Source: an optimization exercise on an open RTL-to-GDS flow (aim: small area, a short achievable clock period and few clock cycles per item). Production flows keep margins and buffers that such runs may drop. RTL that was checked went through simulation tests only; none was proved equivalent to the original. No activity file was given, so power comes from the tool's default toggle rates.

gamma:
==> flow/design.v <==
module unpipelined_divider #
(
    parameter N = 32
)
(
    input wire [N-1:0] dividend,
    input wire [N-1:0] divisor,
    input wire start,
    input wire rst,
    input wire clk,
    output wire [N-1:0] quotient,
    output wire [N-1:0] remainder,
    output reg done
);
    reg [N-1:0] rem_reg;    
    reg [N-1:0] dq_reg;     
    reg [4:0]   cnt;        
    reg         busy;
    wire d_nz = |divisor;
    wire sk3 = (|divisor[31:24]) | (d_nz & ~(|dividend[31:8]));
    wire sk2 = (|divisor[31:16]) | (d_nz & ~(|dividend[31:16]));
    wire sk1 = (|divisor[31:8])  | (d_nz & ~(|dividend[31:24]));
    wire [1:0] sh = sk3 ? 2'd3 : sk2 ? 2'd2 : sk1 ? 2'd1 : 2'd0;
    wire [2*N-1:0] load = {{N{1'b0}}, dividend} << {sh, 3'b000};
    wire [N:0] t = {rem_reg, dq_reg[N-1]};
    wire [N-1:0] r_step;
    wire ge;
    div_step #(.N(N)) step (.t(t), .divisor(divisor), .r(r_step), .ge(ge));
    always @(posedge clk) begin
        if (start) begin
            rem_reg <= load[2*N-1:N];
            dq_reg  <= load[N-1:0];
        end else begin
            rem_reg <= r_step;
            dq_reg  <= {dq_reg[N-2:0], ge};
        end
    end
    always @(posedge clk or posedge rst) begin
        if (rst) begin
            busy <= 1'b0;
            done <= 1'b0;
            cnt  <= 5'd0;
        end else begin
            done <= busy && (cnt == 5'd31);
            if (start) begin
                busy <= 1'b1;
                cnt  <= {sh, 3'b000};
            end else if (busy) begin
                cnt <= cnt + 5'd1;
                if (cnt == 5'd31) busy <= 1'b0;
            end
        end
    end
    assign quotient  = dq_reg;
    assign remainder = rem_reg;
endmodule
module div_step #(parameter N = 32) (
    input  wire [N:0]   t,
    input  wire [N-1:0] divisor,
    output wire [N-1:0] r,
    output wire         ge
);
    wire [N-1:0] p = ~(t[N-1:0] ^ divisor);
    wire [N-1:0] g0 = t[N-1:0] & ~divisor;
    wire [N-1:0] gi = {g0[N-1:1], g0[0] | p[0]};
    wire [N-1:0] G [0:5];
    wire [N-1:0] P [0:5];
    assign G[0] = gi;
    assign P[0] = p;
    genvar l, i;
    generate
        for (l = 0; l < 5; l = l + 1) begin : lvl
            for (i = 0; i < N; i = i + 1) begin : bitp
                if ((i >> l) & 1) begin : comb
                    assign G[l+1][i] = G[l][i] | (P[l][i] & G[l][((i >> l) << l) - 1]);
                    assign P[l+1][i] = P[l][i] & P[l][((i >> l) << l) - 1];
                end else begin : pass
                    assign G[l+1][i] = G[l][i];
                    assign P[l+1][i] = P[l][i];
                end
            end
        end
    endgenerate
    wire [N-1:0] cin  = {G[5][N-2:0], 1'b1};
    wire [N-1:0] diff = p ^ cin;
    assign       ge   = t[N] | G[5][N-1];
    assign r = ge ? diff : t[N-1:0];
endmodule
Settings: LEC_CHECK=0, CAP_MARGIN=20, CORE_MARGIN=2, CORE_UTILIZATION=40, CTS_BUF_LIST=sky130_fd_sc_hd__clkbuf_4 sky130_fd_sc_hd__clkbuf_8, SETUP_SLACK_MARGIN=1.0, SLEW_MARGIN=20; clock period 4.0 ns.
standard.sh (not shown) runs the stock make flow with config.mk's settings and CLKGATE_MAP_FILE= SYNTH_SCRIPT=/design/flow/synth_recipe.tcl, a recipe that flattens the netlist after the stock synthesis.
==> flow/flow/run.sh <==
#!/bin/bash
# The standard layout, with the port buffers set to the library's smallest
# plain buffer (buffer_ports otherwise picks a delay cell) and the settings
# below passed to the ORFS make.
set -euo pipefail
export BUFFER_PORTS_ARGS="-buffer_cell sky130_fd_sc_hd__buf_1"

bash standard.sh > standard.log 2>&1
Testbench counts of gamma, summed over its fixed seeds: cycles 10,456, items 512.
[inputs] beta vs gamma
diff --git a/flow/design.v b/flow/design.v
--- a/flow/design.v
+++ b/flow/design.v
@@ -60,29 +60,7 @@
     output wire [N-1:0] r,
     output wire         ge
 );
-    wire [N-1:0] p = ~(t[N-1:0] ^ divisor);
-    wire [N-1:0] g0 = t[N-1:0] & ~divisor;
-    wire [N-1:0] gi = {g0[N-1:1], g0[0] | p[0]};
-    wire [N-1:0] G [0:5];
-    wire [N-1:0] P [0:5];
-    assign G[0] = gi;
-    assign P[0] = p;
-    genvar l, i;
-    generate
-        for (l = 0; l < 5; l = l + 1) begin : lvl
-            for (i = 0; i < N; i = i + 1) begin : bitp
-                if ((i >> l) & 1) begin : comb
-                    assign G[l+1][i] = G[l][i] | (P[l][i] & G[l][((i >> l) << l) - 1]);
-                    assign P[l+1][i] = P[l][i] & P[l][((i >> l) << l) - 1];
-                end else begin : pass
-                    assign G[l+1][i] = G[l][i];
-                    assign P[l+1][i] = P[l][i];
-                end
-            end
-        end
-    endgenerate
-    wire [N-1:0] cin  = {G[5][N-2:0], 1'b1};
-    wire [N-1:0] diff = p ^ cin;
-    assign       ge   = t[N] | G[5][N-1];
-    assign r = ge ? diff : t[N-1:0];
+    wire [N+1:0] diff = {1'b0, t} - {2'b0, divisor};
+    assign ge = ~diff[N+1];
+    assign r  = ge ? diff[N-1:0] : t[N-1:0];
 endmodule
### Flow results
[compare] base=gamma new=beta: synthesized-area fraction occupied by ao, oa, aoi and oai cells up 2.6 points, non-clock buffer count fell by 2.8%. beta: PASS, flow complete, no timing, DRC or antenna violations. Comparing gamma and beta, the lower adder-cell share of the synthesized area is on beta. beta vs gamma on critical path depth: beta is the higher one. The worst setup path startpoint comes out divisor[0] in one run and divisor[4] in the other, namely in gamma and beta respectively. Delta (beta minus gamma): setup slack -0.053 ns; minimum period implied by the final worst setup slack +0.053 ns; clock buffer count in the final layout +1; inserted tap cell count +25. Net switching power figure for beta is higher than for gamma. | wire length reported by the detailed router | beta vs gamma | about 14% higher |. Sequential cell area delta (beta -> gamma): insignificant. gamma was smaller in final cell area than beta.
Only the layout flow was run in beta; the RTL was not checked for function there.

## re-timing with driven ports
The results above use ideal ports. As a check the final layouts listed here were re-extracted and re-timed, cells and wires unchanged. Step 1 (the two cells are an assumption about what drives the block):
set clk [get_ports {clk}]
set_driving_cell -lib_cell sky130_fd_sc_hd__clkbuf_16 $clk
set_driving_cell -lib_cell sky130_fd_sc_hd__buf_2 [delete_from_list [all_inputs] $clk]
Step 2 times the ports against the registers' clock, not the clock port: input delays grow and output delays shrink by t, the midpoint of the rising clock arrivals with the driver on. a / b / c = ideal / step 1 / step 2; a / b = the first two.
run	t, ns	slack for setup (ns)	slew at the worst register clock pin (ns)
gamma	0.386	1.048 / 1.057 / 0.671	0.08 / 0.08
beta	0.378	0.995 / 1.004 / 0.627	0.08 / 0.08
After both steps setup and hold are still met in every run listed. The setup slack of gamma, which loses most, moves by +0.009 ns with the drivers and by -0.377 ns with both steps.
